Context: an optimization exercise on an open-source flow, tuned for small area and a short achievable clock period. The choices shown serve that exercise and are no tape-out recipe. Function was checked by simulation only, so behaviour that the tests miss may differ from the original.

--- flow/design.v ---
module fir_gen 
#(parameter W1 = 9,  
            W2 = 18,   
            W3 = 19,   
            W4 = 11,   
            L  = 15)   
  (input clk,                      
   input reset,                    
   input Load_x,                   
   input  signed [W1-1:0] x_in,    
   input  signed [W1-1:0] c_in,    
   output signed [W4-1:0] y_out);  
  reg  signed [W1-1:0]  x;
  wire signed [W3-1:0]  y;
  reg  signed [W1-1:0] c [0:14];   
  wire signed [W2-1:0] p [0:14];   
  reg  signed [W3-1:0] a [0:14];   
  always @(posedge clk or posedge reset) 
    begin: Load
    integer k;   
    if (reset) begin   
      for (k=0; k<=L-1; k=k+1) c[k] <= 0;
      x <= 0;
    end else if (! Load_x) begin
      c[14] <= c_in;   
      c[13] <= c[14];  
      c[12] <= c[13];
      c[11] <= c[12];
      c[10] <= c[11];
      c[9] <= c[10];
      c[8] <= c[9];
      c[7] <= c[8];
      c[6] <= c[7];
      c[5] <= c[6];
      c[4] <= c[5];
      c[3] <= c[4];
      c[2] <= c[3];
      c[1] <= c[2];
      c[0] <= c[1];
    end else
      x <= x_in;  
  end
  always @(posedge clk or posedge reset) 
  begin: SOP
    integer k;   
    if (reset)   
      for (k=0; k<=3; k=k+1) a[k] <= 0;
    else begin  
      a[0] <= p[0] + a[1];
      a[1] <= p[1] + a[2];
      a[2] <= p[2] + a[3];
      a[3] <= p[3] + a[4];
      a[4] <= p[4] + a[5];
      a[5] <= p[5] + a[6];
      a[6] <= p[6] + a[7];
      a[7] <= p[7] + a[8];
      a[8] <= p[8] + a[9];
      a[9] <= p[9] + a[10];
      a[10] <= p[10] + a[11];
      a[11] <= p[11] + a[12];
      a[12] <= p[12] + a[13];
      a[13] <= p[13] + a[14];
      a[14] <= p[14];  
    end
  end
  assign y = a[0];
  genvar I;  
  generate
    for (I=0; I<L; I=I+1) begin : MulGen
      assign p[I] = x * c[I];
    end
  endgenerate
  assign y_out = y[W3-1:W3-W4];
endmodule
--- flow/constraint.sdc ---
create_clock -name core_clock -period 6.0 [get_ports {clk}]
set_input_delay 1.2000 -clock core_clock [delete_from_list [all_inputs] [get_ports {clk}]]
set_output_delay 1.2000 -clock core_clock [all_outputs]
set_load 0.01 [all_outputs]
--- flow/config.mk ---
export PLATFORM = sky130hd
export DESIGN_NAME = fir_gen
export DESIGN_NICKNAME = fir_gen
export VERILOG_FILES = /design/flow/design.v
export SDC_FILE = /design/flow/constraint.sdc
export NUM_CORES = 4
export LEC_CHECK = 0
export CAP_MARGIN = 20
export CORE_MARGIN = 2
export CORE_UTILIZATION = 40
export SLEW_MARGIN = 20
--- flow/run.sh ---
#!/bin/bash
# synth_recipe.tcl (not shown) runs the flow's synth.tcl, then flattens the netlist and writes it again
# the make line also repeats each setting of config.mk as NAME=value (left out here)
make -C /OpenROAD-flow-scripts/flow DESIGN_CONFIG=/design/flow/config.mk WORK_HOME=/design/flow/orfs CLKGATE_MAP_FILE= SYNTH_SCRIPT=/design/flow/synth_recipe.tcl finish
==> results.py <==
metrics = {
    "global_routing": {
        "grt_pass1_vias": 50806,
        "grt_pass1_wl_um": 261000,
        "grt_start_max_net_pins": 104,
        "grt_overflow_total": 0,
        "grt_usage": 0.183,
        "antenna_found_initial": 0,
    },
    "timing": {
        "relSlewSlack": 0.470,
        "fin_skew_ps": 45.3,
        "rsz0062_at_grt": "no",
        "period_minus_slack_ps": 5730,
        "hold_violations": 0,
        "tightest_slew_ps": 794,
        "setup_ws_ps": 266,
        "finalSetupTns_ps": 0,
        "final_max_slew_viol_count": 0,
        "max_freq_mhz": 174,
        "fin_crit_sh": 0.956,
        "finalSetupViolCount": 0,
    },
    "cells_and_area": {
        "final_nets": 9154,
        "multi_input_area_um2": 49800,
        "final_cells": 9471,
        "fin_area_um2": 75500,
        "final_common_cell": "inv_1",
        "layout-drive-gt1-share": 0.0640,
        "fill_cells": 16389,
        "regArea_um2": 11600,
        "final_cell_mix": "inv_1, fa_1, nand2_1, ha_1, and2_1",
        "area_growth_syn_to_layout_pct": 8.60,
        "final_util": 0.439,
        "n_antenna_cell": 0,
    },
    "placed_design": {
        "port-buffer-count": 31,
        "place_hpwl_um": 121000,
        "gp_congestion": 0.841,
        "place_area_um2": 73400,
        "dp_slack_ps": 130,
        "dp.cells": 9359,
    },
    "yosys": {
        "syn_inst": 7122,
        "synth-compound-area-share": 0.0495,
        "synth_top_area_frac": 0.371,
        "yosysWarningCount": 3,
        "synth_nets": 9165,
        "synth-adder-area-share": 0.503,
        "synth_xor_area_frac": 0.0375,
        "synthesis.area_um2": 69500,
        "yosys.area_share.simple": 0.104,
        "synth_area_leader_cell": "fa_1",
        "synth_area_per_cell_um2": 9.76,
        "synth.area.mux_share": 0.0217,
        "synth_edf_count": 208,
        "ys_types": 71,
        "synth_top_family_by_area": "adder cells",
        "synthFlopType": "dfrtp_1",
        "synth.yosys.seq_area_share": 0.166,
        "async_flop_share": 0.505,
        "ys_ff_latch": 420,
        "netlist_top_cells_area": "fa_1, ha_1, inv_1, edfxtp_1, dfrtp_1",
    },
    "clocking": {
        "cts_tree": "built",
        "numCtsBuffers": 58,
        "clock_latency_ps": 700,
        "clkTransAtPathRegs_ps": 60,
        "cts.htree.levels": 2,
        "cts_sinks": 420,
        "root_buffer": "clkbuf_16",
        "clockBufferDepth": 3,
    },
    "worst_setup_path": {
        "cp_slowest_cell": "dfrtp_4",
        "end_kind": "flop",
        "critPathBufInv": 4,
        "cp_common_cell": "fa_1",
        "critPathRequiredTime_ps": 6420,
        "criticalPathCategory": "flop to flop",
        "crit_fanout": 45,
        "path_cells": "buf_12 > nand2_1 > fa_1 > fa_1 > inv_1 > fa_1 > fa_1 > inv_1 > fa_1 > inv_1 > ha_1 > and3_1 > a221o_1 > a21o_1 > a211o_1 > a31o_2 > a21oi_2 > xnor2_1",
        "crit_family": "adder cells",
        "cpPeakStageDelay_ps": 650,
        "critPathArrivalTime_ps": 6150,
        "cp-start-kind": "flop",
    },
    "floorplan": {
        "dieArea_um2": 177000,
        "die_x_um": 421,
        "core_area_um2": 172000,
        "die_h_um": 421,
        "io_pins": 32,
        "start_util": 0.404,
        "fp-row-count": 152,
    },
    "route": {
        "drc": 0,
        "wl_um": 152000,
        "wl_per_cell_um": 16.1,
        "antenna_left": 0,
        "first_iter_violations": 1903,
        "vias_per_cell": 4.80,
        "vias": 45494,
        "first_pass_iters": 5,
    },
    "worst_hold_path": {
        "worstHoldPathType": "flop to flop",
    },
    "status": {
        "status": "no timing/DRC/antenna violations",
    },
    "flow_run": {
        "cap_violations": 0,
    },
}
[flip-flops by register name, indices dropped and copies added, names as in the netlist]
register	cells
a	276
c	135
x	9
[metrics by stage]
stage / hold WS [ps]
finish: 526
global route: 548
CTS: 528
detailed placement: 505
global placement: 469
floorplan: 456
[synth_stat cells (8+ instances only)]
library cell,count
a31o_2,10
o21a_1,35
ha_1,735
mux2_2,132
nand2b_1,50
nor3_1,22
and3_1,18
buf_1,12
dfrtp_1,212
o21bai_1,38
nor2b_1,26
xor2_1,63
edfxtp_1,208
a31oi_1,8
inv_1,1886
and2_1,413
o21ai_0,80
clkinv_1,13
o31ai_1,17
fa_1,1287
a2111oi_0,8
a21o_1,70
xnor2_1,235
nand2_1,748
nor2_1,210
a211oi_1,22
nand3_1,20
a21oi_1,156
clkbuf_1,270
[final cells by class]
class,instances,share of cell area
tap,2310,0.0383
clock buffer,74,0.0215
multi-input combinational,4518,0.659
clock inverter,36,0.00567
sequential,420,0.153
inverter,1899,0.0945
timing repair buffer,214,0.0272
[routing by layer]
metal,vias to the layer above,wire length (µm),track usage,share of wire
met1,23338,66900,0.240,0.44
met4,0,3450,0.0403,0.023
li1,21230,-,-,-
met2,753,75900,0.325,0.50
met3,173,5840,0.0181,0.038
met5,-,0,0,0
[logic make-up (layout without fill, tap and decap cells)]
| family | count (synthesis) | in the layout |
|---|---|---|
| buffers and inverters | 2184 | 2223 |
| adders and majority gates | 2022 | 2022 |
| and+or+nand+nor | 1544 | 1544 |
| AOI/OAI and AO/OA | 520 | 520 |
| DFF | 420 | 420 |
| xor gates and xnor gates | 298 | 298 |
| muxes | 134 | 134 |
[what timing repair did]
item	in CTS	in global routing
setup endpoints to repair	0	10
hold buffers	0	0
resized for setup	0	7
setup buffers	0	3
hold endpoints to repair	0	0
[path summary, 6_finish.rpt]
path	slack, ps	end	depth (start not counted)	start
max	270	a[9][18]	18	x[2]
min	530	a[2][0]	1	a[3][0]
max reg2reg	270	a[9][18]	18	x[2]
min reg2reg	530	a[2][0]	1	a[3][0]
max in group asynchronous	3150	c[1][0]	4	reset
min in group asynchronous	1010	c[8][6]	2	reset

## static timing again, ports no longer ideal
In the flow no input, the clock included, has a driving cell. The finished layout below was timed again as built, in two steps.
Step 1 sets driving cells, clkbuf_16 on the clock port and buf_2 on the other inputs (assumed; they add their load-dependent delay and slew).
Step 2 moves the port delays by t, midway between the first and last clock arrival at a register: inputs arrive t later, outputs are due t later. That takes back most of the time a late clock gives input paths.
Three values: no drivers, after step 1, after step 2; two values: the first two.
shift t [ns]: 0.754
slack for setup (ns): 0.266 / 0.266 / 0.266
latest minus earliest clock arrival (ns): 0.052 / 0.051
worst register clock-pin slew, ns: 0.07 / 0.07
worst data-port slew with drivers (ns): 0.05
After both steps setup and hold are still met in this run. For this run, drivers alone change the setup slack by 0.000 ns; drivers and shift together by 0.000 ns.
